What follows belongs to an exercise in optimizing a design on an open flow for small area; a production flow would make more cautious choices. Where RTL was checked, it was by simulation tests only, not by an equivalence proof against the original. No functional check of the RTL was part of runs 1 to 3. Power is estimated from default activity; no workload was simulated.

--- flow/flow/run.sh ---
#!/bin/bash
# Standard ORFS layout with smaller port buffers and a leaner clock tree.
set -euo pipefail
export BUFFER_PORTS_ARGS="-buffer_cell sky130_fd_sc_hd__buf_1"
export CTS_ARGS="-sink_clustering_enable -repair_clock_nets -dont_use_dummy_load -buf_list sky130_fd_sc_hd__clkbuf_4 -root_buf sky130_fd_sc_hd__clkbuf_8"
bash standard.sh > standard_flow.log 2>&1
--- flow/constraint.sdc ---
create_clock -name core_clock -period 10.0 [get_ports {tck_i}]
set_input_delay 2.0000 -clock core_clock [delete_from_list [all_inputs] [get_ports {tck_i}]]
set_output_delay 2.0000 -clock core_clock [all_outputs]
set_load 0.01 [all_outputs]
--- flow/config.mk ---
export PLATFORM = sky130hd
export DESIGN_NAME = jtag_sba_top
export DESIGN_NICKNAME = jtag_sba_top
export VERILOG_FILES = /design/flow/design.v
export SDC_FILE = /design/flow/constraint.sdc
export NUM_CORES = 4
export LEC_CHECK = 0
export CAP_MARGIN = 20
export CORE_MARGIN = 2
export CORE_UTILIZATION = 40
export PLACE_DENSITY = 0.6
export SLEW_MARGIN = 20
--- flow/design.v ---
module jtag_sba_top (
  input  logic        tck_i,
  input  logic        tms_i,
  input  logic        td_i,
  input  logic        trst_ni,
  output logic        td_o,
  output logic        tdo_oe_o,
  output logic        dmi_clear_o,
  output logic        master_req_o,
  output logic [31:0] master_add_o,
  output logic        master_we_o,
  output logic [31:0] master_wdata_o,
  output logic [3:0]  master_be_o,
  input  logic        master_gnt_i,
  input  logic        master_r_valid_i,
  input  logic        master_r_err_i,
  input  logic        master_r_other_err_i,
  input  logic [31:0] master_r_rdata_i
);
  localparam logic [3:0] TLR  = 4'h0, RTI  = 4'h3, SDR  = 4'h8, CDR  = 4'h9,
                         SHDR = 4'hD, E1DR = 4'hE, PDR  = 4'hC, E2DR = 4'hF,
                         UDR  = 4'hA, SIR  = 4'hB, CIR  = 4'h1, SHIR = 4'h5,
                         E1IR = 4'h6, PIR  = 4'h4, E2IR = 4'h7, UIR  = 4'h2;
  localparam logic [1:0] IR_ID = 2'd0, IR_BYP = 2'd1, IR_DTMCS = 2'd2, IR_DMI = 2'd3;
  logic [3:0]  tap_q, tap_d;
  logic [1:0]  ir_q;
  logic [40:0] sr_q, sr_d;
  logic        tdo_oe_q, clr1_q, clr2_q;
  logic tlr, capture_dr, shift_dr, update_dr, capture_ir, shift_ir, update_ir;
  assign tlr        = (tap_q == TLR);
  assign capture_dr = (tap_q == CDR);
  assign shift_dr   = (tap_q == SHDR);
  assign update_dr  = (tap_q == UDR);
  assign capture_ir = (tap_q == CIR);
  assign shift_ir   = (tap_q == SHIR);
  assign update_ir  = (tap_q == UIR);
  always_comb begin
    tap_d = tap_q;
    unique case (tap_q)
      TLR:  tap_d = tms_i ? TLR  : RTI;
      RTI:  tap_d = tms_i ? SDR  : RTI;
      SDR:  tap_d = tms_i ? SIR  : CDR;
      CDR:  tap_d = tms_i ? E1DR : SHDR;
      SHDR: tap_d = tms_i ? E1DR : SHDR;
      E1DR: tap_d = tms_i ? UDR  : PDR;
      PDR:  tap_d = tms_i ? E2DR : PDR;
      E2DR: tap_d = tms_i ? UDR  : SHDR;
      UDR:  tap_d = tms_i ? SDR  : RTI;
      SIR:  tap_d = tms_i ? TLR  : CIR;
      CIR:  tap_d = tms_i ? E1IR : SHIR;
      SHIR: tap_d = tms_i ? E1IR : SHIR;
      E1IR: tap_d = tms_i ? UIR  : PIR;
      PIR:  tap_d = tms_i ? E2IR : PIR;
      E2IR: tap_d = tms_i ? UIR  : SHIR;
      UIR:  tap_d = tms_i ? SDR  : RTI;
      default: tap_d = tap_q;
    endcase
  end
  logic is_dmi, is_dtmcs, is_byp;
  assign is_dmi   = (ir_q == IR_DMI);
  assign is_dtmcs = (ir_q == IR_DTMCS);
  assign is_byp   = (ir_q == IR_BYP);
  always_ff @(posedge tck_i or negedge trst_ni) begin
    if (!trst_ni) begin
      tap_q    <= TLR;
      ir_q     <= IR_ID;
      tdo_oe_q <= 1'b0;
      clr1_q   <= 1'b0;
      clr2_q   <= 1'b0;
    end else begin
      tap_q    <= tap_d;
      tdo_oe_q <= shift_ir | shift_dr;
      clr1_q   <= tlr;
      clr2_q   <= clr1_q;
      if (tlr) ir_q <= IR_ID;
      else if (update_ir) begin
        unique case (sr_q[4:0])
          5'h01:   ir_q <= IR_ID;
          5'h10:   ir_q <= IR_DTMCS;
          5'h11:   ir_q <= IR_DMI;
          default: ir_q <= IR_BYP;
        endcase
      end
    end
  end
  assign tdo_oe_o    = tdo_oe_q;
  assign dmi_clear_o = clr2_q;
  logic [6:0]  address_q;
  logic        addr_v_q;     
  logic [31:0] data_q;       
  logic [31:0] resp_data_q;
  logic        resp_v_q;     
  logic        err_q;        
  logic [2:0]  cnt_q;        
  logic        rd_q;         
  logic        rbusy_q;      
  localparam logic [31:0] IdCode = 32'hDEAD_BEEF;
  logic [31:0] dtmcs_cap, low_cap, resp_cap;
  logic [6:0]  addr_cap;
  assign dtmcs_cap = {17'b0, 3'd1, err_q, err_q, 6'd7, 4'd1};
  assign resp_cap  = resp_data_q & {32{resp_v_q}};
  assign addr_cap  = address_q & {7{addr_v_q}};
  always_comb begin
    unique case (ir_q)
      IR_DMI:   low_cap = {resp_cap[29:0], err_q, err_q};
      IR_DTMCS: low_cap = dtmcs_cap;
      IR_ID:    low_cap = IdCode;
      default:  low_cap = {IdCode[31:1], 1'b0};
    endcase
  end
  always_comb begin
    sr_d = sr_q;
    if (shift_ir || shift_dr) begin
      sr_d = {td_i, sr_q[40:1]};
      if (!is_dmi) sr_d[31] = td_i;
      if (shift_ir) sr_d[4] = td_i;
      if (shift_dr && is_byp) sr_d[0] = td_i;
    end
    if (capture_ir) sr_d[4:0] = 5'b00101;
    if (capture_dr) sr_d = {addr_cap, resp_cap[31:30], low_cap};
  end
  always_ff @(posedge tck_i) begin
    sr_q <= sr_d;
    td_o <= sr_q[0];
  end
  logic dmi_clear, upd_ok, start, ev_busy, sba_valid, resp_ok;
  assign dmi_clear = tlr || (is_dtmcs && update_dr && sr_q[17]);
  assign upd_ok    = is_dmi && update_dr && !err_q && (cnt_q == 3'd0);
  assign start     = upd_ok && (sr_q[1] ^ sr_q[0]);
  assign sba_valid = (cnt_q == 3'd3);
  assign resp_ok   = (cnt_q == 3'd7) && !rbusy_q;
  logic [31:0] sba_rdata;
  logic        sba_rbusy;
  assign ev_busy = (update_dr && (cnt_q != 3'd0))
                || (capture_dr && (cnt_q != 3'd0) && rd_q)
                || ((cnt_q == 3'd7) && rbusy_q);
  always_ff @(posedge tck_i or negedge trst_ni) begin
    if (!trst_ni) begin
      addr_v_q <= 1'b0;
      resp_v_q <= 1'b0;
      err_q    <= 1'b0;
      cnt_q    <= 3'd0;
    end else if (dmi_clear) begin
      addr_v_q <= 1'b0;
      resp_v_q <= 1'b0;
      err_q    <= 1'b0;
      cnt_q    <= 3'd0;
    end else begin
      if (upd_ok) addr_v_q <= 1'b1;
      if (resp_ok) resp_v_q <= rd_q;
      if (ev_busy) err_q <= 1'b1;
      if (cnt_q != 3'd0) cnt_q <= cnt_q + 3'd1;
      else if (start)    cnt_q <= 3'd1;
    end
  end
  always_ff @(posedge tck_i) begin
    if (upd_ok) address_q <= sr_q[40:34];
    if (resp_ok && rd_q) resp_data_q <= data_q;
    if (upd_ok) begin
      data_q <= sr_q[33:2];
      rd_q   <= ~sr_q[1];
    end else if (sba_valid) begin
      data_q  <= sba_rdata;
      rbusy_q <= sba_rbusy;
    end
  end
  localparam logic [2:0] S_IDLE = 3'b000, S_READ = 3'b100, S_WRITE = 3'b101;
  logic [2:0]  sst_q;
  logic [31:0] sbcs_q, sbaddr0_q, sbaddr1_q, sbdata0_q, sbdata1_q;
  logic        cs_bbe_q;     
  logic [8:0]  cs_fn_q;      
  logic [21:0] cs_st_q;      
  assign sbcs_q = {cs_st_q[21:13], cs_bbe_q, cs_st_q[12], cs_fn_q, cs_st_q[11:0]};
  logic        sbcs_v_q, a1_v_q, d0_v_q, d1_v_q;
  logic [1:0]  d0_sh_q;      
  localparam logic [31:0] CsStore = 32'hFFA0_0FFF;
  logic [2:0] sbaccess;
  logic [2:0] sberror;
  assign sbaccess = sbcs_q[19:17];
  assign sberror  = sbcs_q[14:12];
  logic busy, req_ph, wait_ph;
  assign busy    = sst_q[2];
  assign req_ph  = sst_q[2] & ~sst_q[1];
  assign wait_ph = sst_q[2] &  sst_q[1];
  logic op_rd, op_wr;
  logic a38, a39, a3a, a3c, a3d;
  assign op_rd = sba_valid &  rd_q;
  assign op_wr = sba_valid & ~rd_q;
  assign a38 = (address_q == 7'h38);
  assign a39 = (address_q == 7'h39);
  assign a3a = (address_q == 7'h3a);
  assign a3c = (address_q == 7'h3c);
  assign a3d = (address_q == 7'h3d);
  assign sba_rbusy = busy & (a3c | a3d | (~rd_q & (a38 | a39 | a3a)));
  logic [31:0] sbcs_rd, d0_rd;
  assign sbcs_rd = sbcs_q & (~CsStore | {32{sbcs_v_q}});
  always_comb begin
    unique case (d0_sh_q)
      2'd0:    d0_rd = sbdata0_q;
      2'd1:    d0_rd = {8'b0,  sbdata0_q[31:8]};
      2'd2:    d0_rd = {16'b0, sbdata0_q[31:16]};
      default: d0_rd = {24'b0, sbdata0_q[31:24]};
    endcase
  end
  always_comb begin
    sba_rdata = '0;
    if (op_rd) begin
      if (a38) sba_rdata = sbcs_rd;
      if (a39) sba_rdata = sbaddr0_q;
      if (a3a && a1_v_q) sba_rdata = sbaddr1_q;
      if (a3c && !busy && d0_v_q) sba_rdata = d0_rd;
      if (a3d && !busy && d1_v_q) sba_rdata = sbdata1_q;
    end
  end
  logic misaligned, badsize, errc;
  always_comb begin
    unique case (sbaccess)
      3'd0:    misaligned = 1'b0;
      3'd1:    misaligned = sbaddr0_q[0];
      3'd2:    misaligned = |sbaddr0_q[1:0];
      3'd3:    misaligned = |sbaddr0_q[2:0];
      3'd4:    misaligned = |sbaddr0_q[3:0];
      3'd5:    misaligned = |sbaddr0_q[4:0];
      3'd6:    misaligned = |sbaddr0_q[5:0];
      default: misaligned = |sbaddr0_q[6:0];
    endcase
  end
  assign badsize = sbaccess[2] | (sbaccess[1] & sbaccess[0]);
  assign errc    = misaligned | badsize;
  assign master_req_o = req_ph & ~errc;
  assign master_we_o  = sst_q[0];
  assign master_add_o = sbaddr0_q;
  always_comb begin
    unique case (sbaccess[1:0])
      2'd0:    master_be_o = 4'b0001 << sbaddr0_q[1:0];
      2'd1:    master_be_o = sbaddr0_q[1] ? 4'b1100 : 4'b0011;
      default: master_be_o = 4'b1111;
    endcase
  end
  assign master_wdata_o = sbdata0_q << {sbaddr0_q[1:0], 3'b000};
  logic [31:0] addr_inc;
  assign addr_inc = sbaddr0_q + {29'b0, sbaccess[1], sbaccess[0], ~(sbaccess[1] | sbaccess[0])};
  logic done, rdone, ok_wr, go_addr, go_wdata, go_rdata;
  assign done     = wait_ph & master_r_valid_i;
  assign rdone    = done & ~sst_q[0];
  assign ok_wr    = op_wr & ~busy;
  assign go_addr  = ok_wr & a39 & (sberror == 3'd0) & sbcs_q[20];
  assign go_wdata = ok_wr & a3c & (sberror == 3'd0);
  assign go_rdata = op_rd & a3c & ~busy & (sberror == 3'd0) & sbcs_q[15];
  always_ff @(posedge tck_i or negedge trst_ni) begin
    if (!trst_ni) begin
      sst_q     <= S_IDLE;
      sbcs_v_q  <= 1'b0;
      a1_v_q    <= 1'b0;
      d0_v_q    <= 1'b0;
      d1_v_q    <= 1'b0;
      sbaddr0_q <= '0;
      cs_bbe_q  <= 1'b0;
      cs_fn_q   <= '0;
    end else begin
      if (!busy) begin
        if (go_addr)       sst_q <= S_READ;
        else if (go_wdata) sst_q <= S_WRITE;
        else if (go_rdata) sst_q <= S_READ;
      end else if (req_ph) begin
        if (errc)              sst_q <= S_IDLE;
        else if (master_gnt_i) sst_q <= {2'b11, sst_q[0]};
      end else if (master_r_valid_i) begin
        sst_q <= S_IDLE;
      end
      if (ok_wr && a38) begin
        sbcs_v_q      <= 1'b1;
        cs_bbe_q      <= sbcs_q[22] & ~data_q[22];
        cs_fn_q[8:3]  <= data_q[20:15];
        cs_fn_q[2:0]  <= (|data_q[14:12]) ? 3'b000 : sberror;
      end
      if (sba_valid && sba_rbusy)
        cs_bbe_q <= 1'b1;
      if (req_ph && errc)
        cs_fn_q[2:0] <= misaligned ? 3'd3 : 3'd4;
      if (done && master_r_other_err_i)
        cs_fn_q[2:0] <= 3'd7;
      else if (done && master_r_err_i)
        cs_fn_q[2:0] <= 3'd2;
      if (ok_wr && a39) sbaddr0_q <= data_q;
      else if (done && sbcs_q[16]) sbaddr0_q <= addr_inc;
      if (ok_wr && a3a) a1_v_q <= 1'b1;
      if ((ok_wr && a3c) || rdone) d0_v_q <= 1'b1;
      if (ok_wr && a3d) d1_v_q <= 1'b1;
      else if (rdone) d1_v_q <= 1'b0;
    end
  end
  always_ff @(posedge tck_i) begin
    if (ok_wr && a38) cs_st_q <= {data_q[31:23], data_q[21], data_q[11:0]};
    if (ok_wr && a3a) sbaddr1_q <= data_q;
    if (ok_wr && a3c) begin
      sbdata0_q <= data_q;
      d0_sh_q   <= 2'd0;
    end else if (rdone) begin
      sbdata0_q <= master_r_rdata_i;
      d0_sh_q   <= sbaddr0_q[1:0];
    end
    if (ok_wr && a3d) sbdata1_q <= data_q;
  end
endmodule
--- flow/standard.sh ---
#!/bin/bash
# synth_recipe.tcl (not shown) runs the flow's synth.tcl, then flattens the netlist and writes it again
# the make line also repeats each setting of config.mk as NAME=value (left out here)
make -C /OpenROAD-flow-scripts/flow DESIGN_CONFIG=/design/flow/config.mk WORK_HOME=/design/flow/orfs CLKGATE_MAP_FILE= SYNTH_SCRIPT=/design/flow/synth_recipe.tcl "${@:-finish}"
==> results of run 1 <==
[logic make-up after synthesis]
kind of cell,after synthesis
DFF,299
xor gates and xnor gates,5
adders and majority gates,10
muxes,79
and+or+nand+nor,386
buffers and inverters,114
AOI/OAI and AO/OA,351
[synth_stat cells (21+ instances only)]
library cell and count:
clkbuf_1 76, dfrtp_1 64, a211oi_1 22, a22oi_1 35
nand3_1 22, inv_1 26, mux2_2 42, nor2_1 85
o21ai_0 101, edfxtp_1 232, nand2_1 137, nor3_1 21
a21oi_1 59, mux2i_1 37
[registers in the layout, indices dropped and copies added (netlist names), 2 cells and up]
| register | flops |
|---|---|
| address_q | 7 |
| cnt_q | 3 |
| cs_fn_q | 9 |
| cs_st_q | 22 |
| d0_sh_q | 2 |
| data_q | 32 |
| ir_q | 2 |
| resp_data_q | 32 |
| sbaddr0_q | 32 |
| sbaddr1_q | 32 |
| sbdata0_q | 32 |
| sbdata1_q | 32 |
| sr_q | 41 |
| sst_q | 3 |
| tap_q | 4 |
[cell usage in the layout (no fill, tap or decap), types with 13 or more instances in the layout]
cell	Yosys	routed
a211oi_1	22	22
nor3_1	21	20
and2_1	16	16
clkbuf_4	0	72
buf_4	1	20
nor2b_1	20	20
dfrtp_1	64	63
edfxtp_1	232	232
nand2_1	137	137
buf_1	8	111
o211ai_1	13	13
a31oi_1	17	17
o21ai_0	101	101
inv_1	26	26
nor2_1	85	81
a22oi_1	35	35
mux2_2	42	42
a21oi_1	59	59
mux2i_1	37	37
nand3_1	22	22
a221oi_1	13	13
[layer usage]
metal	vias to the layer above	track usage, %	wire length (um)
li1	4978	-	-
met1	5599	35.14	19510
met2	557	38.78	21190
met3	79	4.507	3824
met4	0	7.401	1097
met5	-	0	0
[final cells by class]
class | instances | area share [%]
clock buffer | 81 | 4.183
sequential | 299 | 54.33
tap | 461 | 3.631
multi-input combinational | 831 | 33.34
timing repair buffer | 134 | 3.899
inverter | 26 | 0.6144
[path summary, 6_finish.rpt]
path / from / end / cells after the start / slack [ns]
min in group asynchronous: trst_ni / tap_q[2]$_DFF_PN0_ / 2 / 1.64
max in group asynchronous: trst_ni / sbaddr0_q[0]$_DFFE_PN0P_ / 2 / 7.65
worst min register to register: clr1_q$_DFF_PN0_ / clr2_q$_DFF_PN0_ / 0 / 0.35
worst max-delay path: sbaddr0_q[0]$_DFFE_PN0P_ / master_req_o / 4 / 5.61
worst min-delay path: clr1_q$_DFF_PN0_ / clr2_q$_DFF_PN0_ / 0 / 0.35
worst max register to register: address_q[1]$_DFFE_PP_ / sbdata0_q[14]$_DFFE_PP_ / 4 / 6.31
[power by group]
| group | internal, mW | switching, mW |
|---|---|---|
| combinational | 0.127 | 0.238 |
| clock | 0.409 | 0.456 |
| sequential | 1.55 | 0.201 |
==> impl_results.md, run 1 <==
- Run status: complete, no violations
- Synth Area in Compound Gates: 16.30%
- Async set-reset flop share out of synthesis: a little over a fifth
- RD Place Congestion: ~0.94
- Distinct cells, synth: 70
- Post-Synth XOR/XNOR Area: less than 1%
- Multi-input combinational cell area: 5296 um2
- CP endpoint kind: output port
- Net Count, Synth: 1294
- CP arrival: 2.39 ns
- Layout area overhead: 10.98%
- Post-synth EDFFs: roughly 230
- Final total power: 2.982 mW
- Fin Setup TNS: 0 ns
- Slew margin rel.: about a quarter
- Main combinational cell family by area after synthesis: compound AO/OA/AOI/OAI gates
- Root cell of the clock tree: clkbuf_8
- Final WS setup: around 5.6 ns
- Global-route wire length before repair: 67470 um
- Cell family with most CP delay: flip-flops
- Half-perimeter wire length after placement: about 32000 um
- CTS Buf Count: ~80
- Initial antenna violation count: 2
- CTS max path bufs: 3
- Worst-path clk slew: roughly 0.06 ns
- Synth Area in Adders: less than 1%
- CP max stage delay: 0.97 ns
- Mean area per synthesized cell: roughly 12 um2
- DP Area: between 15000 and 20000 um2
- Leakage: 5.218 nW
- All-layer global routing usage: between 20 and 25%
- Vias/cell: 6.121
- CP startpoint kind: flop
- Vias in the first global route: about 11000
- CP bufs+invs: 2
- Initial DRC count: around 1100
- Crit-path slowest cell: dfrtp_2
- Flops & latches, synth: approximately 300
- Core Util, Final: between 40 and 50%
- Cell row count: 69
- Final slew viol count: 0
- Synth warnings: 1
- Final min period: between 4 and 5 ns
- Crit path kind: flop to output port
- Final Hold Viols: 0
- Critical path, cell by cell: inv_1 > a21oi_1 > nor3_1 > buf_1
- Initial Util: between 40 and 50%
- Die Width: 193.2 um
- Hold WC Path Type: flop to flop
- Simple logic cell fraction of the synthesized area: a little over an eighth
- Final std cell area, no fill: approximately 16000 um2
- Vias: about 11000
- Max cap viols: 0
- Share of layout cells above drive strength 1: approximately 13%
- Unrepaired setup endpoints after global routing: no
- Largest area contributor in the netlist: edfxtp_1
- Fmax: approximately 0.23 GHz
- Port bufs: roughly 110
- Pre-CTS WS: approximately 5.7 ns
- CTS H-tree depth: 3
- Synthesized area: around 14000 um2
- Min Hold Slack: about 0.35 ns
- Pwr Density: approximately 190 nW/um2
- DIE AREA: about 37000 um2
- Initial DRT Pass Iterations: 7
- Final instance count without filler cells: approximately 1800
- Register area share after synthesis: between 60% and 70%
- Area contributors post-synth: edfxtp_1 49%, dfrtp_1 11%, nand2_1 3.6%
- Detailed-route DRC error count: 0
- Num Clock Sinks: about 300
- Synth Flop Type: edfxtp_1
- CTS tree: built
- CP Data Required Time: 8.00 ns
- Antenna diodes: 0
- FILL cells: between 3000 and 4000
- GRT overflow: 0
- Tcrit/Tclk final: roughly 44%
- Worst Max-Slew Pin Slew: approximately 1.1 ns
- Final nets: 1423
- Worst-Skew Late Latency: about 0.6 ns
- CORE AREA: 35400 um2
- Final setup viols: 0
- Post-Syn Instances: between 1000 and 1500
- Post-synthesis mux area share: ~6%
- Ports: roughly 110
- Synth top area share: between 40% and 50%
- Post-CTS Hold Buffers: 0
- Sequential cell area: between 8000 and 9000 um2
- Clk_skew: roughly 0.07 ns
- Setup bufs post-CTS: 0
- Post-cts sizing count: 0
- VDD IR max: 0.1364 mV
- Crit Path Max Fanout: 40
- Routed WL: 45620 um
- Inst Count DP: between 1500 and 2000
- Antenna viol nets, final: 0
- Drt wl/cell: about 25 um
- Largest net degree at the start of global routing: 65
- Chip height: just under 200 um
==> run 2, diff against run 1 <==
--- a/flow/design.v
+++ b/flow/design.v
@@ -158,9 +158,5 @@
     if (resp_ok && rd_q) resp_data_q <= data_q;
-    if (upd_ok) begin
-      data_q <= sr_q[33:2];
-      rd_q   <= ~sr_q[1];
-    end else if (sba_valid) begin
-      data_q  <= sba_rdata;
-      rbusy_q <= sba_rbusy;
-    end
+    if (upd_ok | sba_valid) data_q <= ({32{upd_ok}} & sr_q[33:2]) | sba_rdata;
+    if (upd_ok) rd_q <= ~sr_q[1];
+    if (sba_valid) rbusy_q <= sba_rbusy;
   end
@@ -174,3 +170,2 @@
   logic        sbcs_v_q, a1_v_q, d0_v_q, d1_v_q;
-  logic [1:0]  d0_sh_q;      
   localparam logic [31:0] CsStore = 32'hFFA0_0FFF;
@@ -194,22 +189,13 @@
   assign sba_rbusy = busy & (a3c | a3d | (~rd_q & (a38 | a39 | a3a)));
-  logic [31:0] sbcs_rd, d0_rd;
-  assign sbcs_rd = sbcs_q & (~CsStore | {32{sbcs_v_q}});
-  always_comb begin
-    unique case (d0_sh_q)
-      2'd0:    d0_rd = sbdata0_q;
-      2'd1:    d0_rd = {8'b0,  sbdata0_q[31:8]};
-      2'd2:    d0_rd = {16'b0, sbdata0_q[31:16]};
-      default: d0_rd = {24'b0, sbdata0_q[31:24]};
-    endcase
-  end
-  always_comb begin
-    sba_rdata = '0;
-    if (op_rd) begin
-      if (a38) sba_rdata = sbcs_rd;
-      if (a39) sba_rdata = sbaddr0_q;
-      if (a3a && a1_v_q) sba_rdata = sbaddr1_q;
-      if (a3c && !busy && d0_v_q) sba_rdata = d0_rd;
-      if (a3d && !busy && d1_v_q) sba_rdata = sbdata1_q;
-    end
-  end
+  logic s_cs, s_a0, s_a1, s_d0, s_d1;
+  assign s_cs = op_rd & a38;
+  assign s_a0 = op_rd & a39;
+  assign s_a1 = op_rd & a3a & a1_v_q;
+  assign s_d0 = op_rd & a3c & ~busy & d0_v_q;
+  assign s_d1 = op_rd & a3d & ~busy & d1_v_q;
+  assign sba_rdata = ({32{s_cs}} & sbcs_q & (~CsStore | {32{sbcs_v_q}}))
+                   | ({32{s_a0}} & sbaddr0_q)
+                   | ({32{s_a1}} & sbaddr1_q)
+                   | ({32{s_d0}} & sbdata0_q)
+                   | ({32{s_d1}} & sbdata1_q);
   logic misaligned, badsize, errc;
@@ -239,5 +225,26 @@
   end
-  assign master_wdata_o = sbdata0_q << {sbaddr0_q[1:0], 3'b000};
-  logic [31:0] addr_inc;
-  assign addr_inc = sbaddr0_q + {29'b0, sbaccess[1], sbaccess[0], ~(sbaccess[1] | sbaccess[0])};
+  logic [3:0] boff;
+  assign boff = 4'b0001 << sbaddr0_q[1:0];
+  always_comb begin
+    master_wdata_o = '0;
+    for (int j = 0; j < 4; j++)
+      for (int m = 0; m <= j; m++)
+        master_wdata_o[8*j +: 8] = master_wdata_o[8*j +: 8] | ({8{boff[m]}} & sbdata0_q[8*(j-m) +: 8]);
+  end
+  logic [31:0] rdata_sh;
+  always_comb begin
+    rdata_sh = '0;
+    for (int j = 0; j < 4; j++)
+      for (int m = 0; m + j < 4; m++)
+        rdata_sh[8*j +: 8] = rdata_sh[8*j +: 8] | ({8{boff[m]}} & master_r_rdata_i[8*(j+m) +: 8]);
+  end
+  logic [32:0] inc_c;
+  logic        inc_en;
+  assign inc_en = done & sbcs_q[16];
+  always_comb begin
+    inc_c[0] = inc_en & ~sbaccess[1] & ~sbaccess[0];
+    inc_c[1] = (inc_en & sbaccess[0]) | (inc_c[0] & sbaddr0_q[0]);
+    inc_c[2] = (inc_en & sbaccess[1]) | (inc_c[1] & sbaddr0_q[1]);
+    for (int i = 2; i < 32; i++) inc_c[i+1] = inc_c[i] & sbaddr0_q[i];
+  end
   logic done, rdone, ok_wr, go_addr, go_wdata, go_rdata;
@@ -285,3 +292,3 @@
       if (ok_wr && a39) sbaddr0_q <= data_q;
-      else if (done && sbcs_q[16]) sbaddr0_q <= addr_inc;
+      else sbaddr0_q <= sbaddr0_q ^ inc_c[31:0];
       if (ok_wr && a3a) a1_v_q <= 1'b1;
@@ -295,9 +302,4 @@
     if (ok_wr && a3a) sbaddr1_q <= data_q;
-    if (ok_wr && a3c) begin
-      sbdata0_q <= data_q;
-      d0_sh_q   <= 2'd0;
-    end else if (rdone) begin
-      sbdata0_q <= master_r_rdata_i;
-      d0_sh_q   <= sbaddr0_q[1:0];
-    end
+    if (ok_wr && a3c) sbdata0_q <= data_q;
+    else if (rdone)   sbdata0_q <= rdata_sh;
     if (ok_wr && a3d) sbdata1_q <= data_q;
==> flow/flow/run.sh (replaced) <==
#!/bin/bash
# Standard ORFS layout with smaller port buffers and a leaner clock tree.
set -euo pipefail
export BUFFER_PORTS_ARGS="-buffer_cell sky130_fd_sc_hd__buf_1"
export CTS_ARGS="-sink_clustering_enable -repair_clock_nets -dont_use_dummy_load -buf_list sky130_fd_sc_hd__clkbuf_8 -root_buf sky130_fd_sc_hd__clkbuf_8 -sink_clustering_size 16 -sink_clustering_max_diameter 50"
bash standard.sh > standard_flow.log 2>&1
==> run 2 against run 1 <==
Sequential power about the same. First-iteration DRC count decreased by 16%. Synthesized cell count decreased by 10%. Utilization decreased by 0.21 points. Synthesized area decreased by 3.8%. Die area decreased by 3.7%. Worst hold slack got worse by 0.0050 ns. Register-to-register slack got worse by 3.9 ns. Combinational power increased by 4%. Sequential share of layout area increased by 2.8 points. Non-clock buffer count decreased by 1. Clock skew increased by 0.043 ns.
==> impl_results.md, run 2 <==
- CP startpoint kind: input port
- Largest register FFs: 41
- Synth top area share: 50.58%
- Final Hold Viols: 0
- Net Count, Synth: roughly 1200
- CTS H-tree depth: 1
- Run status: complete, no violations
- Cell family with most CP delay: adder cells
- Area contributors post-synth: edfxtp_1 51%, dfrtp_1 12%, nand2_1 4.7%
- CTS tree: built
- Post-synth EDFFs: approximately 230
- Initial Util: 40.87%
- Distinct cells, synth: between 60 and 70
- Fmax: 0.1163 GHz
- Initial antenna violation count: 0
- Worst-path clk slew: ~0.08 ns
- Ports: roughly 110
- Drt wl/cell: 24.61 um
- Async set-reset flop share out of synthesis: a little over a fifth
- Final nets: 1279
- Routed WL: roughly 40000 um
- Vias/cell: roughly 6
- Tcrit/Tclk final: 85.97%
- CTS max path bufs: 3
- Register area share after synthesis: 62.35%
- Unrepaired setup endpoints after global routing: no
- Vias: roughly 9700
- Hold WC Path Type: flop to flop
- Worst Hold Depth: 0
- Clk_skew: between 0.1 and 0.15 ns
- Largest net degree at the start of global routing: 76
- RD Place Congestion: 0.8676
- Post-Syn Instances: between 1000 and 1500
- Most flop-heavy register: sr_q
- Final slew viol count: 0
- Antenna diodes: 0
- Pwr Density: roughly 190 nW/um2
- Crit-path slowest cell: ha_1
- Crit path kind: input port to flop
- Slew margin rel.: between 20% and 30%
- DIE AREA: between 30000 and 40000 um2
- Setup bufs post-CTS: 0
- Flops & latches, synth: between 200 and 300
- Fin Setup TNS: 0 ns
- Half-perimeter wire length after placement: 26870 um
- Sequential cell area: around 8600 um2
- Leakage: ~5.3 nW
- Critical path's most frequent cell: ha_1
- Port bufs: 112
- Crit Path Max Fanout: 6
- Synthesized area: 13770 um2
- Die Width: around 190 um
- Layout area overhead: 9.265%
- Vias in the first global route: 9470
- Worst path depth: 37
- Cell row count: 67
- Final total power: 2.809 mW
- Detailed-route DRC error count: 0
- Count leader, synth: edfxtp_1
- Chip height: around 190 um
- All-layer global routing usage: a little under a quarter
- Mean area per synthesized cell: around 12 um2
- CORE AREA: between 30000 and 40000 um2
- Global-route wire length before repair: just over 60000 um
- CP arrival: 9.06 ns
- Post-cts sizing count: 0
- GRT overflow: 0
- Max cap viols: 0
- CTS Buf Count: 31
- Synth Flop Type: edfxtp_1
- Worst-Skew Late Latency: about 0.65 ns
- CP Data Required Time: 10.46 ns
- CP max stage delay: between 0.2 and 0.3 ns
- Antenna viol nets, final: 0
- Worst Max-Slew Pin Slew: about 1.1 ns
- Root cell of the clock tree: clkbuf_8
- Final setup viols: 0
- Commonest non-fill, non-tap cells in the layout: 232 x edfxtp_1, 173 x nand2_1, 111 x buf_1
- Commonest cells in the netlist: 232 x edfxtp_1, 173 x nand2_1, 64 x dfrtp_1, 61 x nor2_1, 58 x a22oi_1
- Initial DRC count: about 950
- Final min period: between 8 and 9 ns
- Synth warnings: 1
- Core Util, Final: between 40% and 50%
- Num Clock Sinks: just under 300
- Largest area contributor in the netlist: edfxtp_1
- VDD IR max: about 0.11 mV
- Most common cell after layout, fill and taps aside: edfxtp_1
- CP endpoint kind: flop
- Post-CTS Hold Buffers: 0
- CP bufs+invs: 1
- R2r worst-path depth: 36
- Initial DRT Pass Iterations: 5
- Multi-input combinational cell area: a little under 5000 um2
- FILL cells: 3167
- Share of layout cells above drive strength 1: approximately a tenth
-- run 2: final cells by class --
type	instances	share of cell area [%]
clock buffer	31	2.835
inverter	15	0.3741
multi-input combinational	724	31.99
sequential	297	57.08
tap	448	3.724
timing repair buffer	133	3.999
-- run 2: path summary, 6_finish.rpt --
kind                                        start                      end  slack (ns)
setup / recovery                 master_r_valid_i  sbaddr0_q[30]$_DFF_PN0_        1.40
hold / removal                   clr1_q$_DFF_PN0_         clr2_q$_DFF_PN0_        0.34
setup reg to reg           cs_fn_q[5]$_DFFE_PN0P_  sbaddr0_q[30]$_DFF_PN0_        2.45
hold reg to reg                  clr1_q$_DFF_PN0_         clr2_q$_DFF_PN0_        0.34
max in group asynchronous                 trst_ni   sbaddr0_q[4]$_DFF_PN0_        7.67
min in group asynchronous                 trst_ni  sbaddr0_q[24]$_DFF_PN0_        1.58
-- run 2: cell families after synthesis --
logic type / after synthesis / synth area share [%]
simple gates: 330 / 11.25
buf+inv: 98 / 3.116
xor+xnor: 1 / 0.06360
fa+ha+maj: 37 / 3.361
compound gates: 284 / 14.28
mux: 72 / 5.586
flops: 297 / 62.35
-- run 2: per-layer routing --
metal | track usage, % | up-vias | routed length [um]
li1 | - | 4362 | -
met1 | 33.20 | 4836 | 18430
met2 | 34.19 | 426 | 17820
met3 | 3.892 | 79 | 2983
met4 | 6.798 | 0 | 1314
met5 | 0 | - | 0
-- run 2: power by group --
part           total (mW)  internal (mW)  switching [mW]
clock network       0.668          0.273           0.395
registers            1.76           1.56           0.197
logic               0.381          0.124           0.258
total                2.81           1.96           0.850
-- run 2: metrics by stage --
step	instance area (um2)	hold WS [ns]	std cells	setup WS (ns)
finish	15050	0.3428	1648	1.403
global route	15050	0.3524	1648	1.021
CTS	15050	0.3461	1648	1.404
detailed placement	14620	0.3356	1617	0.8082
global placement	14590	0.3327	1616	0.8737
floorplan	13770	0.3312	1119	1.372
==> run 3, diff against run 2 <==
==> flow/flow/run.sh (replaced) <==
#!/bin/bash
# Standard ORFS layout with smaller port buffers and a leaner clock tree.
set -euo pipefail
export BUFFER_PORTS_ARGS="-buffer_cell sky130_fd_sc_hd__buf_1"
export CTS_ARGS="-sink_clustering_enable -repair_clock_nets -dont_use_dummy_load -buf_list sky130_fd_sc_hd__clkbuf_4 -root_buf sky130_fd_sc_hd__clkbuf_8 -sink_clustering_size 10 -sink_clustering_max_diameter 40"
bash standard.sh > standard_flow.log 2>&1
==> run 3 against run 2 <==
Largest cell class unchanged. Die area did not move. Worst hold slack improved by 0.0070 ns. Global-route usage rose by 0.33 points. Power fell by 1.0%. Synthesized cell count did not move.
==> impl_results.md, run 3 <==
- Drt wl/cell: about 25 um
- Initial Util: between 40% and 50%
- Antenna viol nets, final: 0
- CORE AREA: around 34000 um2
- Worst-path clk slew: roughly 0.11 ns
- Vias/cell: around 5.9
- Mean area per synthesized cell: approximately 12 um2
- Critical path's most frequent cell: ha_1
- Count leader, synth: edfxtp_1
- Largest area contributor in the netlist: edfxtp_1
- R2R Path Start: sst_q[2]$_DFF_PN0_
- Antenna diodes: 0
- Max cap viols: 0
- Core Util, Final: between 40% and 50%
- FILL cells: roughly 3200
- Setup bufs post-CTS: 0
- Final instance count without filler cells: around 1700
- Crit path kind: input port to flop
- Global-route wire length before repair: approximately 61000 um
- Most flop-heavy register: sr_q
- Pre-CTS WS: between 0.8 and 0.9 ns
- Num Clock Sinks: between 200 and 300
- DP Area: between 10000 and 15000 um2
- Final nets: 1293
- All-layer global routing usage: roughly 23%
- Synth warnings: 1
- Routed WL: slightly above 40000 um
- Worst-Skew Late Latency: slightly above 0.6 ns
- Commonest cells in the netlist: 232 x edfxtp_1, 173 x nand2_1, 64 x dfrtp_1, 61 x nor2_1, 58 x a22oi_1
- Post-Syn Instances: about 1100
- CP arrival: a little over 9 ns
- Ports: roughly 110
- Cell row count: 67
- DIE AREA: between 30000 and 40000 um2
- Register area share after synthesis: between 60% and 70%
- CTS H-tree depth: 2
- Half-perimeter wire length after placement: roughly 27000 um
- Synth Flop Type: edfxtp_1
- Port bufs: 112
- Post-synth EDFFs: ~230
- Clk_skew: between 0.07 and 0.08 ns
- Final Hold Viols: 0
- CTS Buf Count: between 40 and 50
- CTS tree: built
- Pwr Density: ~190 nW/um2
- Chip height: ~190 um
- R2r worst-path depth: 36
- Final min period: about 8.6 ns
- VDD IR max: roughly 0.087 mV
- Largest register FFs: 41
- Flops & latches, synth: just under 300
- Worst path depth: 37
- Layout area overhead: 8.847%
- Run status: complete, no violations
- Largest net degree at the start of global routing: between 70 and 80
- Final std cell area, no fill: roughly 15000 um2
- Vias: around 9900
- Leakage: 5.293 nW
- Final slew viol count: 0
- CTS max path bufs: 3
- Worst Hold Depth: 0
- Post-CTS Hold Buffers: 0
- GRT overflow: 0
- Most common cell after layout, fill and taps aside: edfxtp_1
- Inst Count DP: between 1500 and 2000
- CP bufs+invs: 1
- Root cell of the clock tree: clkbuf_8
- Vias in the first global route: approximately 9500
- Initial DRT Pass Iterations: 5
- Final setup viols: 0
- CP endpoint kind: flop
- Detailed-route DRC error count: 0
- Initial DRC count: 896
- CP startpoint kind: input port
- Area contributors post-synth: edfxtp_1 51%, dfrtp_1 12%, nand2_1 4.7%
- RD Place Congestion: roughly 0.87
- Cell family with most CP delay: adder cells
- Fmax: approximately 0.12 GHz
- Worst Hold Endpoint: clr2_q$_DFF_PN0_
- R2R setup slack: between 2 and 2.5 ns
- Commonest non-fill, non-tap cells in the layout: 232 x edfxtp_1, 173 x nand2_1, 111 x buf_1
- Final WS setup: approximately 1.4 ns
- Async set-reset flop share out of synthesis: 21.55%
- CP max stage delay: 0.28 ns
- Synth top area share: about 50%
- Die Width: 189.6 um
- Worst Max-Slew Pin Slew: roughly 1.1 ns
- Synthesized area: about 14000 um2
- Initial antenna violation count: 0
- Crit-path slowest cell: ha_1
- Min Hold Slack: between 0.3 and 0.4 ns
- Share of layout cells above drive strength 1: a little over a tenth
- Final total power: between 2 and 3 mW
- Post-cts sizing count: 0
- Hold Startpoint: clr1_q$_DFF_PN0_
- Hold WC Path Type: flop to flop
- Tcrit/Tclk final: between 80% and 90%
- Net Count, Synth: 1196
- Distinct cells, synth: 62
- CP Data Required Time: roughly 10 ns
- Unrepaired setup endpoints after global routing: no
- Slew margin rel.: about 28%
- Fin Setup TNS: 0 ns
- R2r endpoint: sbaddr0_q[30]$_DFF_PN0_
- Crit Path Max Fanout: 6
run 3: layout make-up:
cell class                      instances  area, um2  area share [%]
Inverter                               15      56.30          0.3755
Tap cell                              448      560.5           3.739
Timing Repair Buffer                  133      601.8           4.014
Multi-Input combinational cell        724       4815           32.11
Clock buffer                           45      369.1           2.462
Sequential cell                       297       8591           57.30
run 3: worst max path at each step:
| stage | startpoint | end | slack [ns] |
|---|---|---|---|
| floorplan | master_r_valid_i | sbaddr0_q[30]$_DFF_PN0_ | 1.37 |
| global placement | master_r_valid_i | sbaddr0_q[30]$_DFF_PN0_ | 0.87 |
| detailed placement | master_r_valid_i | sbaddr0_q[30]$_DFF_PN0_ | 0.81 |
| CTS | master_r_valid_i | sbaddr0_q[30]$_DFF_PN0_ | 1.43 |
| global route | master_r_valid_i | sbaddr0_q[30]$_DFF_PN0_ | 1.06 |
| finish | master_r_valid_i | sbaddr0_q[30]$_DFF_PN0_ | 1.44 |
run 3: power breakdown:
part | leakage [nW] | switching (mW) | internal (mW)
registers | 2.94 | 0.200 | 1.56
logic | 2.13 | 0.258 | 0.124
clock network | 0.220 | 0.406 | 0.231
run 3: cell families (layout without fill, tap and decap cells):
| logic type | Yosys count | in the layout | share of synthesized area (%) |
|---|---|---|---|
| buffers and inverters | 98 | 193 | 3.116 |
| AND/OR/NAND/NOR | 330 | 330 | 11.25 |
| AO/OA/AOI/OAI | 284 | 284 | 14.28 |
| multiplexers | 72 | 72 | 5.586 |
| adder cells (fa/ha/maj) | 37 | 37 | 3.361 |
| flip-flops | 297 | 297 | 62.35 |
| XOR/XNOR | 1 | 1 | 0.06360 |
run 3: per-layer routing:
| layer | up-vias | GRT usage [%] | wire length (um) |
|---|---|---|---|
| met2 | 463 | 34.49 | 18230 |
| met3 | 69 | 3.892 | 3429 |
| met4 | 0 | 7.543 | 1050 |
| li1 | 4414 | - | - |
| met1 | 4928 | 33.63 | 18200 |
| met5 | - | 0 | 0 |
run 3: worst register-to-register path, delay by kind of cell, from the launching register on:
kind                       cells  cell delay [ns]
muxes                          1             0.26
DFF                            1             0.49
AOI/OAI and AO/OA              2             0.43
adders and majority gates     31             5.82
and+or+nand+nor                2             0.47
==> run 4, diff against run 3 <==
--- a/flow/design.v
+++ b/flow/design.v
@@ -110,13 +110,16 @@
   end
-  always_comb begin
-    sr_d = sr_q;
-    if (shift_ir || shift_dr) begin
-      sr_d = {td_i, sr_q[40:1]};
-      if (!is_dmi) sr_d[31] = td_i;
-      if (shift_ir) sr_d[4] = td_i;
-      if (shift_dr && is_byp) sr_d[0] = td_i;
-    end
-    if (capture_ir) sr_d[4:0] = 5'b00101;
-    if (capture_dr) sr_d = {addr_cap, resp_cap[31:30], low_cap};
-  end
+  logic        shift_any, sr_hold;
+  logic [40:0] sh_in;
+  assign shift_any = shift_ir | shift_dr;
+  assign sr_hold   = ~(shift_any | capture_dr | capture_ir);
+  always_comb begin
+    sh_in     = {td_i, sr_q[40:1]};
+    sh_in[31] = (is_dmi & sr_q[32]) | (~is_dmi & td_i);
+    sh_in[4]  = (shift_ir & td_i) | (~shift_ir & sr_q[5]);
+    sh_in[0]  = (shift_dr & is_byp & td_i) | (~(shift_dr & is_byp) & sr_q[1]);
+  end
+  assign sr_d = ({41{shift_any}}  & sh_in)
+              | ({41{capture_dr}} & {addr_cap, resp_cap[31:30], low_cap})
+              | ({41{capture_ir}} & 41'b00101)
+              | ({41{sr_hold}}    & sr_q);
   always_ff @(posedge tck_i) begin
@@ -158,3 +161,3 @@
     if (resp_ok && rd_q) resp_data_q <= data_q;
-    if (upd_ok | sba_valid) data_q <= ({32{upd_ok}} & sr_q[33:2]) | sba_rdata;
+    data_q <= ({32{upd_ok}} & sr_q[33:2]) | sba_rdata | ({32{~(upd_ok | sba_valid)}} & data_q);
     if (upd_ok) rd_q <= ~sr_q[1];
@@ -238,3 +241,3 @@
       for (int m = 0; m + j < 4; m++)
-        rdata_sh[8*j +: 8] = rdata_sh[8*j +: 8] | ({8{boff[m]}} & master_r_rdata_i[8*(j+m) +: 8]);
+        rdata_sh[8*j +: 8] = rdata_sh[8*j +: 8] | ({8{rdone & boff[m]}} & master_r_rdata_i[8*(j+m) +: 8]);
   end
@@ -302,4 +305,3 @@
     if (ok_wr && a3a) sbaddr1_q <= data_q;
-    if (ok_wr && a3c) sbdata0_q <= data_q;
-    else if (rdone)   sbdata0_q <= rdata_sh;
+    sbdata0_q <= ({32{ok_wr & a3c}} & data_q) | rdata_sh | ({32{~((ok_wr & a3c) | rdone)}} & sbdata0_q);
     if (ok_wr && a3d) sbdata1_q <= data_q;
==> flow/flow/run.sh (replaced) <==
#!/bin/bash
# The standard ORFS layout, with three changes:
# - ABC maps the logic for area (flow/my_synth.tcl, flow/abc_area.script);
# - ports get the smallest buffer (buf_1) instead of clkdlybuf4s50_1;
# - a leaner clock tree (clkbuf_4 leaves, no dummy loads).
set -euo pipefail
W=$(pwd)
export FLOW_WORK=$W
export FLOW_ABC_SCRIPT=$W/flow/abc_area.script
export BUFFER_PORTS_ARGS="-buffer_cell sky130_fd_sc_hd__buf_1"
export CTS_ARGS="-sink_clustering_enable -repair_clock_nets -dont_use_dummy_load -buf_list sky130_fd_sc_hd__clkbuf_4 -root_buf sky130_fd_sc_hd__clkbuf_8 -sink_clustering_size 10 -sink_clustering_max_diameter 40"
bash standard.sh SYNTH_SCRIPT=$W/flow/my_synth.tcl finish > standard_flow.log 2>&1
==> flow/flow/abc_area.script (new file) <==
strash
&get -n
&st
&dch
&nf -R 1000
&put
topo
dnsize
==> flow/flow/my_synth.tcl (new file) <==
# The standard flow's synthesis script, with ABC mapping the logic for area instead of
# delay (the clock period leaves ample slack). Registers are mapped before
# ABC runs, so they come out as in the standard synthesis.
proc abc {args} {
  set i [lsearch -exact $args -script]
  if {$i >= 0} {
    set args [lreplace $args [expr {$i + 1}] [expr {$i + 1}] $::env(FLOW_ABC_SCRIPT)]
  }
  yosys abc {*}$args
}
source $::env(FLOW_WORK)/synth_recipe.tcl
--- a/flow/config.mk
+++ b/flow/config.mk
@@ -9,4 +9,4 @@
 export CORE_MARGIN = 2
-export CORE_UTILIZATION = 40
-export PLACE_DENSITY = 0.6
+export CORE_UTILIZATION = 65
+export PLACE_DENSITY = 0.75
 export SLEW_MARGIN = 20
==> run 4 against run 3 <==
Sequential cell count stayed put. First-iteration DRC count is 69% higher. Synthesized area is 12% lower. Count of clock-buffer cells in the layout is 5 lower. Synthesized cell count is 13% lower.
==> impl_results.md, run 4 <==
- CP arrival: between 9 and 10 ns
- CP endpoint kind: flop
- Worst-path clk slew: roughly 0.070 ns
- Port bufs: 112
- Async set-reset flop share out of synthesis: between 20% and 30%
- Final instance count without filler cells: 1375
- Crit path kind: input port to flop
- Area contributors post-synth: edfxtp_1 31%, dfxtp_1 18%, dfrtp_1 13%
- Net Count, Synth: approximately 1000
- Worst path depth: 37
- Count leader, synth: nand2_1
- Inst Count DP: about 1300
- CP max stage delay: about 0.27 ns
- CTS Buf Count: 40
- CTS max path bufs: 3
- Tcrit/Tclk final: slightly below 90%
- Vias: between 9000 and 10000
- Hold Startpoint: clr1_q$_DFF_PN0_
- Worst Max-Slew Pin Slew: roughly 1.2 ns
- Commonest cells in the netlist: 170 x nand2_1, 127 x edfxtp_1, 106 x dfxtp_1, 77 x a222oi_1, 64 x dfrtp_1
- Flops & latches, synth: 297
- Die Width: around 140 um
- Post-Syn Instances: slightly below 1000
- Run status: complete, no violations
- Unrepaired setup endpoints after global routing: no
- CORE AREA: roughly 18000 um2
- RD Place Congestion: between 0.8 and 0.9
- Antenna viol nets, final: 0
- Max cap viols: 0
- All-layer global routing usage: ~37%
- Post-cts sizing count: 0
- Pwr Density: 208.7 nW/um2
- Clk_skew: roughly 0.055 ns
- Vias in the first global route: 9404
- R2R Path Start: sst_q[2]$_DFF_PN0_
- Setup bufs post-CTS: 0
- Mean area per synthesized cell: 12.46 um2
- Chip height: 140.5 um
- CP Data Required Time: approximately 10 ns
- Synthesized area: ~12000 um2
- Vias/cell: around 7
- Synth top area share: about a third
- Worst Hold Depth: 0
- Initial DRC count: ~1500
- Register area share after synthesis: between 60% and 70%
- Final setup viols: 0
- Commonest non-fill, non-tap cells in the layout: 170 x nand2_1, 127 x edfxtp_1, 111 x buf_1
- Worst Hold Endpoint: clr2_q$_DFF_PN0_
- CTS tree: built
- Drt wl/cell: 26.57 um
- Synth warnings: 1
- Largest register FFs: between 40 and 50
- Post-synth EDFFs: about 130
- Largest net degree at the start of global routing: 65
- Hold WC Path Type: flop to flop
- Root cell of the clock tree: clkbuf_8
- Initial DRT Pass Iterations: 7
- Initial antenna violation count: 2
- Final Hold Viols: 0
- Share of layout cells above drive strength 1: roughly 6.7%
- DIE AREA: approximately 20000 um2
- VDD IR max: approximately 0.13 mV
- Crit-path slowest cell: mux2_1
- CP bufs+invs: 1
- R2r worst-path depth: 36
- Most common cell after layout, fill and taps aside: nand2_1
- Post-CTS Hold Buffers: 0
- Num Clock Sinks: between 200 and 300
- Final nets: about 1200
- Slew margin rel.: between 20% and 30%
- Cell row count: between 40 and 50
- Largest area contributor in the netlist: edfxtp_1
- Initial Util: between 60% and 70%
- Ports: between 100 and 150
- Final min period: just under 9 ns
- R2R setup slack: around 2.3 ns
- Routed WL: 36530 um
- Leakage: approximately 5.5 nW
- Detailed-route DRC error count: 0
- Crit Path Max Fanout: 7
- Most flop-heavy register: sr_q
- Critical path's most frequent cell: ha_1
- Final slew viol count: 0
- Distinct cells, synth: between 40 and 50
- CP startpoint kind: input port
- GRT overflow: 0
- Worst-Skew Late Latency: 0.55 ns
- CTS H-tree depth: 2
- Fmax: 0.1137 GHz
- Fin Setup TNS: 0 ns
- Half-perimeter wire length after placement: about 23000 um
- Global-route wire length before repair: approximately 55000 um
- R2r endpoint: sbaddr0_q[30]$_DFF_PN0_
- Layout area overhead: 10.66%
- Cell family with most CP delay: adder cells
- Synth Flop Type: edfxtp_1
- Min Hold Slack: roughly 0.36 ns
- Final total power: 2.797 mW
-- run 4: cell count changes in the layout (fill, tap and decap cells not counted), sizes merged, moves of 27 or more --
cell    previous run  this run
o21ai             49        11
edfxtp           232       127
dfxtp              1       106
o211ai            37         1
nor2              61        34
clkinv             1        29
a222oi             7        77
a221oi             1        28
mux2i             33         0
-- run 4: kinds of logic (layout without fill, tap and decap cells) --
kind of cell	after synthesis	after routing	share of synthesized area, %
buf+inv	29	202	0.8987
simple gates	282	282	10.15
flops	297	297	62.23
fa+ha+maj	37	37	3.822
xor+xnor	1	1	0.07233
other cells	0	1	0
mux	32	32	2.975
compound gates	294	294	19.85
-- run 4: worst max-delay path by stage --
stage / from / end
finish: master_r_valid_i / sbaddr0_q[30]$_DFF_PN0_
global route: master_r_valid_i / sbaddr0_q[30]$_DFF_PN0_
CTS: master_r_valid_i / sbaddr0_q[30]$_DFF_PN0_
detailed placement: master_r_valid_i / sbaddr0_q[30]$_DFF_PN0_
global placement: master_r_valid_i / sbaddr0_q[30]$_DFF_PN0_
floorplan: master_r_valid_i / sbaddr0_q[31]$_DFF_PN0_
-- run 4: power breakdown --
group | internal (mW) | leakage [nW] | switching [mW]
clock network | 0.208 | 0.197 | 0.377
logic | 0.230 | 2.37 | 0.342
registers | 1.43 | 2.95 | 0.212
total | 1.87 | 5.52 | 0.931
-- run 4: per-stage QoR --
step	setup WS [ns]	utilization (%)	instance area (um2)
3_5_place_dp	0.7557	71.84	13040
2_1_floorplan	1.448	-	12110
4_1_cts	1.257	73.66	13370
3_3_place_gp	0.8568	71.84	13040
5_1_grt	1.012	73.86	13400
6_report	1.204	73.86	13400
-- run 4: cell type report --
type,instances,area (um2)
multi-input cells,646,4534
inverters,29,108.9
diodes,1,2.502
fillers,1253,4745
flip-flops and latches,297,7537
repair buffers,133,601.8
clock buffers,40,331.6
well taps,229,286.5
-- run 4: metal layers --
layer / part of all wire (%) / global-route usage [%]
met2: 46 / 58.23
met5: 0 / 0
met3: 11 / 7.350
met4: 4.1 / 15.95
met1: 39 / 51.33
==> run 5, diff against run 4 <==
--- a/flow/config.mk
+++ b/flow/config.mk
@@ -7,6 +7,6 @@
 export LEC_CHECK = 0
-export CAP_MARGIN = 20
+export CAP_MARGIN = 0
 export CORE_MARGIN = 2
-export CORE_UTILIZATION = 65
-export PLACE_DENSITY = 0.75
-export SLEW_MARGIN = 20
+export CORE_UTILIZATION = 40
+export PLACE_DENSITY = 0.6
+export SLEW_MARGIN = 0
==> run 5 against run 4 <==
Still clean on timing, DRC and antenna. Utilization is 28 points lower. Die area is 61% higher. Setup slack better by 0.053 ns. Synthesized cell count stayed put. Count of clock-buffer cells in the layout is 3 higher. Sequential share of layout area is 0.81 points lower. Synthesized area stayed put. Sequential power hardly changed. Register-to-register slack better by 0.12 ns. Via count is 2.1% lower. Worst hold slack worse by 0.011 ns. Clock power is 4.9% higher. Critical path type unchanged. Critical endpoint unchanged. Largest cell class unchanged.
==> impl_results.md, run 5 <==
- Post-cts sizing count: 0
- Antenna diodes: 0
- Synth Flop Type: edfxtp_1
- CORE AREA: between 20000 and 30000 um2
- Fin Setup TNS: 0 ns
- RD Place Congestion: around 0.84
- Final total power: 2.826 mW
- CP arrival: 9.19 ns
- CTS tree: built
- Fmax: 0.1144 GHz
- Chip height: approximately 180 um
- Die Width: about 180 um
- R2r worst-path depth: 36
- Area contributors post-synth: edfxtp_1 31%, dfxtp_1 18%, dfrtp_1 13%
- R2R setup slack: approximately 2.4 ns
- Synth top area share: a little under a third
- Crit-path slowest cell: mux2_1
- Most flop-heavy register: sr_q
- Synthesized area: roughly 12000 um2
- R2R Path Start: cs_fn_q[6]$_DFFE_PN0P_
- Global-route wire length before repair: 57410 um
- Power share of the combinational group: between 20% and 30%
- Share of layout cells above drive strength 1: between 6 and 7%
- R2r endpoint: sbaddr0_q[30]$_DFF_PN0_
- CTS max path bufs: 3
- Post-synth EDFFs: around 130
- Routed WL: ~39000 um
- Final slew viol count: 0
- CP endpoint kind: flop
- Half-perimeter wire length after placement: between 20000 and 25000 um
- Layout area overhead: 12.28%
- Commonest non-fill, non-tap cells in the layout: 170 x nand2_1, 127 x edfxtp_1, 111 x buf_1
- Initial Util: 40.76%
- Antenna viol nets, final: 0
- CP startpoint kind: input port
- Unrepaired setup endpoints after global routing: no
- Vias/cell: 6.272
- Num Clock Sinks: ~300
- Cell row count: 63
- Core Util, Final: approximately 46%
- VDD IR max: 0.1210 mV
- Initial antenna violation count: 0
- Initial DRC count: 1146
- Worst Hold Endpoint: clr2_q$_DFF_PN0_
- Final Hold Viols: 0
- All-layer global routing usage: between 20% and 30%
- Hold WC Path Type: flop to flop
- Sequential power share: 57.9%
- Clk_skew: roughly 0.063 ns
- Detailed-route DRC error count: 0
- CTS Buf Count: between 40 and 50
- Commonest cells in the netlist: 170 x nand2_1, 127 x edfxtp_1, 106 x dfxtp_1, 77 x a222oi_1, 64 x dfrtp_1
- CTS H-tree depth: 2
- Distinct cells, synth: 43
- Synth warnings: 1
- Critical path's most frequent cell: ha_1
- Mean area per synthesized cell: ~12 um2
- Register area share after synthesis: 62.23%
- Initial DRT Pass Iterations: 9
- Slew margin rel.: between 10% and 20%
- DIE AREA: approximately 32000 um2
- Vias: about 9600
- Largest net degree at the start of global routing: 65
- Max cap viols: 0
- Largest area contributor in the netlist: edfxtp_1
- P_int: ~1.9 mW
- Final setup viols: 0
- Tcrit/Tclk final: approximately 87%
- Most common cell after layout, fill and taps aside: nand2_1
- Clock Power Share: a little over a fifth
- GRT overflow: 0
- Net Count, Synth: approximately 1000
- Root cell of the clock tree: clkbuf_8
- Flops & latches, synth: a little under 300
- Hold Startpoint: clr1_q$_DFF_PN0_
- P_sw: between 0.9 and 1 mW
- Drt wl/cell: roughly 25 um
- Count leader, synth: nand2_1
- CP Data Required Time: roughly 10 ns
- Worst-path clk slew: ~0.1 ns
- CP max stage delay: 0.28 ns
- Vias in the first global route: 9227
- Worst Hold Depth: 0
- Worst-Skew Late Latency: 0.57 ns
- Setup bufs post-CTS: 0
- Post-Syn Instances: a little under 1000
- Crit path kind: input port to flop
- Largest register FFs: 41
- Worst Max-Slew Pin Slew: ~1.3 ns
- Leakage: 5.526 nW
- Crit Path Max Fanout: 7
- Post-CTS Hold Buffers: 0
- Async set-reset flop share out of synthesis: a little over a fifth
- Switching Fraction: roughly a third
- Pwr Density: slightly above 200 nW/um2
- Final nets: between 1000 and 1500
- Ports: ~110
- Final min period: roughly 9 ns
- Run status: complete, no violations
- Port bufs: 112
==> run 5: cell counts after synthesis <==
Identical to the previous run, type by type.
==> run 5: cell type report <==
type | instances | area, um2
flip-flops and latches | 297 | 7537
well taps | 390 | 488.0
clock buffers | 43 | 354.1
repair buffers | 133 | 581.8
multi-input cells | 646 | 4529
inverters | 29 | 108.9
fillers | 2760 | 16120
==> run 5: cells by family (layout without fill, tap and decap cells) <==
logic type	Yosys count	in the layout	synth area share [%]
flip-flops	297	297	62.23
AO/OA/AOI/OAI	294	294	19.85
AND/OR/NAND/NOR	282	282	10.15
adder cells (fa/ha/maj)	37	37	3.822
multiplexers	32	32	2.975
buffers and inverters	29	205	0.8987
XOR/XNOR	1	1	0.07233
==> run 5: how the worst max path moves through the flow <==
stage / from / end / slack [ns] / cells after the start
after global routing: master_r_valid_i / sbaddr0_q[30]$_DFF_PN0_ / 0.98 / 37
final: master_r_valid_i / sbaddr0_q[30]$_DFF_PN0_ / 1.26 / 37
after CTS: master_r_valid_i / sbaddr0_q[30]$_DFF_PN0_ / 1.26 / 37
after floorplan: master_r_valid_i / sbaddr0_q[31]$_DFF_PN0_ / 1.45 / 37
after global placement: master_r_valid_i / sbaddr0_q[30]$_DFF_PN0_ / 0.77 / 37
after detailed placement: master_r_valid_i / sbaddr0_q[30]$_DFF_PN0_ / 0.68 / 37
==> run 5: metrics by stage <==
stage                     setup slack, ns  cells  instance area [um2]  hold slack, ns
after global placement             0.7729   1495                13250          0.3343
after detailed placement           0.6840   1495                13250          0.3364
after global routing               0.9794   1538                13600          0.3555
after floorplan                     1.448    972                12110          0.3312
final                               1.257   1538                13600          0.3481
after CTS                           1.260   1538                13600          0.3506
==> run 5: worst max-delay path: cells and delay by family <==
kind	cells	cell delay (ns)
AND/OR/NAND/NOR	2	0.48
adder cells (fa/ha/maj)	31	5.98
AO/OA/AOI/OAI	2	0.39
buffers and inverters	1	0.08
multiplexers	1	0.28
==> run 5: layer usage <==
layer  track usage, %  vias to the layer above  share of wire, %
met1            32.78                     4786                42
met5                0                        -                 0
li1                 -                     4283                 -
met2            37.87                      485                45
met3            5.030                       93               8.2
met4            11.24                        0               4.7
==> run 5: power by group through the flow <==
stage	logic, mW	clock network, mW	registers [mW]
6_report	0.575	0.615	1.64
3_5_place_dp	0.572	0	1.65
2_1_floorplan	0.381	0	1.57
3_3_place_gp	0.561	0	1.65
5_1_grt	0.640	0.682	1.65
4_1_cts	0.575	0.630	1.63
==> run 6, diff against run 5 <==
--- a/flow/config.mk
+++ b/flow/config.mk
@@ -10,2 +10,3 @@
 export CORE_UTILIZATION = 40
+export GPL_TIMING_DRIVEN = 0
 export PLACE_DENSITY = 0.6
==> run 6 against run 5 <==
Still clean. Power is 1.3% higher. Setup slack got worse by 0.30 ns. Sequential power about the same. Global-route usage fell by 0.27 points. Sequential cell count stayed put. Register-to-register slack got worse by 0.38 ns. Critical path depth is the same. Via count hardly changed. Non-clock buffer count down 1. Critical path type unchanged. Largest cell class unchanged.
==> impl_results.md, run 6 <==
- Vias in the first global route: roughly 9400
- Net Count, Synth: approximately 1000
- Clk_skew: 0.07925 ns
- Final nets: roughly 1200
- CP startpoint kind: input port
- Synth top area share: about a third
- Sequential power share: a little under three fifths
- Commonest non-fill, non-tap cells in the layout: 170 x nand2_1, 127 x edfxtp_1, 111 x buf_1
- Crit Path Max Fanout: 7
- Worst-Skew Late Latency: about 0.58 ns
- P_int: 1.908 mW
- Max cap viols: 0
- Vias/cell: about 6.3
- Power share of the combinational group: a little over a fifth
- CP max stage delay: between 0.2 and 0.3 ns
- Pwr Density: between 200 and 250 nW/um2
- Root cell of the clock tree: clkbuf_8
- Final instance count without filler cells: between 1500 and 2000
- Synthesized area: roughly 12000 um2
- Ports: 113
- Switching Fraction: between 30 and 40%
- Post-Syn Instances: slightly below 1000
- Synth warnings: 1
- RD Place Congestion: 0.8227
- Detailed-route DRC error count: 0
- Antenna viol nets, final: 0
- Run status: complete, no violations
- CP endpoint kind: flop
- Num Clock Sinks: 297
- Vias: just under 10000
- Synth Flop Type: edfxtp_1
- GRT overflow: 0
- Initial antenna violation count: 0
- Drt wl/cell: roughly 25 um
- Async set-reset flop share out of synthesis: a little over a fifth
- Core Util, Final: between 40% and 50%
- Leakage: 5.599 nW
- Fin Setup TNS: 0 ns
- Commonest cells in the netlist: 170 x nand2_1, 127 x edfxtp_1, 106 x dfxtp_1, 77 x a222oi_1, 64 x dfrtp_1
- Inst Count DP: 1494
- Post-cts sizing count: 0
- Crit-path slowest cell: mux2_1
- Unrepaired setup endpoints after global routing: no
- CTS tree: built
- CTS Buf Count: 46
- Die Width: approximately 180 um
- Area contributors post-synth: edfxtp_1 31%, dfxtp_1 18%, dfrtp_1 13%
- VDD IR max: 0.1217 mV
- Distinct cells, synth: 43
- Layout area overhead: 14.33%
- Worst Max-Slew Pin Slew: roughly 1.4 ns
- Worst-path clk slew: 0.08 ns
- CTS H-tree depth: 2
- Chip height: 178.0 um
- Final setup viols: 0
- Initial DRC count: around 1100
- Fmax: roughly 0.11 GHz
- All-layer global routing usage: 24.09%
- CORE AREA: between 20000 and 30000 um2
- Largest register FFs: between 40 and 50
- Port bufs: ~110
- DIE AREA: ~32000 um2
- Most flop-heavy register: sr_q
- Share of layout cells above drive strength 1: 7.565%
- Setup bufs post-CTS: 0
- Flops & latches, synth: approximately 300
- Most common cell after layout, fill and taps aside: nand2_1
- Initial Util: 40.76%
- CP Data Required Time: 10.41 ns
- Largest net degree at the start of global routing: 36
- Critical path's most frequent cell: ha_1
- Mean area per synthesized cell: 12.46 um2
- Initial DRT Pass Iterations: 7
- Post-CTS Hold Buffers: 0
- P_sw: roughly 0.95 mW
- Hold WC Path Type: flop to flop
- Half-perimeter wire length after placement: 25850 um
- Final std cell area, no fill: 13850 um2
- Final Hold Viols: 0
- Routed WL: around 38000 um
- R2R setup slack: slightly above 2 ns
- CP arrival: around 9.5 ns
- Slew margin rel.: 9.719%
- Post-synth EDFFs: 127
- Count leader, synth: nand2_1
- DP Area: between 10000 and 15000 um2
- Register area share after synthesis: slightly above 60%
- Final min period: about 9 ns
- CTS max path bufs: 3
- Global-route wire length before repair: ~57000 um
- Cell row count: 63
- Crit path kind: input port to flop
- Clock Power Share: between 20% and 30%
- Largest area contributor in the netlist: edfxtp_1
- Tcrit/Tclk final: 90.44%
- Final slew viol count: 0
[run 6: cell counts after synthesis]
No cell type changed its count.
[run 6: stage by stage]
stage	hold WS [ns]	setup slack (ns)	power [mW]
after floorplan	0.3312	1.448	1.953
after global placement	0.3351	0.3176	2.196
after detailed placement	0.3356	0.3910	2.244
after CTS	0.3502	0.9406	2.871
after global routing	0.3581	0.7337	3.008
final	0.3467	0.9558	2.862
[run 6: cell families (layout without fill, tap and decap cells)]
kind of cell | count (synthesis) | in the layout | synth area share [%]
multiplexers | 32 | 32 | 2.975
other | 0 | 1 | 0
AO/OA/AOI/OAI | 294 | 294 | 19.85
XOR/XNOR | 1 | 1 | 0.07233
AND/OR/NAND/NOR | 282 | 282 | 10.15
flip-flops | 297 | 297 | 62.23
buffers and inverters | 29 | 207 | 0.8987
adder cells (fa/ha/maj) | 37 | 37 | 3.822
[run 6: path summary, 6_finish.rpt]
path                                        startpoint                      end  cells after the start
worst max register to register  cs_fn_q[6]$_DFFE_PN0P_  sbaddr0_q[30]$_DFF_PN0_                     36
worst max-delay path                  master_r_valid_i  sbaddr0_q[30]$_DFF_PN0_                     37
worst min register to register        clr1_q$_DFF_PN0_         clr2_q$_DFF_PN0_                      0
worst min-delay path                  clr1_q$_DFF_PN0_         clr2_q$_DFF_PN0_                      0
max in group asynchronous                      trst_ni   cs_fn_q[1]$_DFFE_PN0P_                      3
min in group asynchronous                      trst_ni  sbaddr0_q[26]$_DFF_PN0_                      1
[run 6: critical path, delay by kind of cell]
family / cells / cell delay (ns)
compound gates: 2 / 0.40
fa+ha+maj: 31 / 6.21
buf+inv: 1 / 0.08
mux: 1 / 0.27
simple gates: 2 / 0.48
[run 6: per-layer routing]
layer | wire length [um] | vias up | global-route usage [%]
met5 | 0 | - | 0
li1 | - | 4288 | -
met4 | 1568 | 0 | 11.27
met3 | 3292 | 86 | 4.433
met2 | 17700 | 494 | 38.47
met1 | 15400 | 4772 | 31.80
[run 6: power groups by stage]
stage	clock network, mW	logic (mW)	registers, mW
final	0.628	0.595	1.64
after global routing	0.699	0.654	1.65
after CTS	0.647	0.593	1.63
after detailed placement	0	0.589	1.66
after global placement	0	0.543	1.65
after floorplan	0	0.381	1.57
[run 6: final cells by class]
type / instances / area [um2]
repair buffers: 132 / 762.0
fillers: 2756 / 15870
flip-flops and latches: 297 / 7537
diodes: 1 / 2.502
multi-input cells: 646 / 4572
well taps: 390 / 488.0
clock buffers: 46 / 376.6
inverters: 29 / 108.9

port drivers added, routing unchanged:
Ports are ideal in the flow. The routed layouts listed here were re-timed in OpenROAD.
Step 1: set_driving_cell puts a clkbuf_16 on tck_i and a buf_2 on each other input, an assumption about the parent block.
Step 2 moves the port delays by t, midway between the first and last clock arrival at a register: inputs arrive t later, outputs are due t later. That takes back most of the time a late clock gives input paths.
Three values: ideal ports, drivers, drivers and shift; two values: the first two.
run	t, ns	slack for setup (ns)	worst hold slack (ns)	pins driven straight from the clock port
run 1	0.607	5.613 / 5.564 / 5.650	0.348 / 0.348 / 0.348	1
run 2	0.635	1.403 / 1.399 / 0.764	0.343 / 0.343 / 0.343	1
run 3	0.625	1.436 / 1.434 / 0.809	0.350 / 0.350 / 0.350	1
run 4	0.570	1.204 / 1.222 / 0.653	0.359 / 0.359 / 0.359	1
run 5	0.582	1.257 / 1.278 / 0.696	0.348 / 0.348 / 0.348	1
run 6	0.582	0.956 / 0.977 / 0.396	0.347 / 0.347 / 0.347	1
After both steps every run listed still meets setup and hold. The setup slack of run 2, which loses most, moves by -0.004 ns with the drivers and by -0.639 ns with both steps.
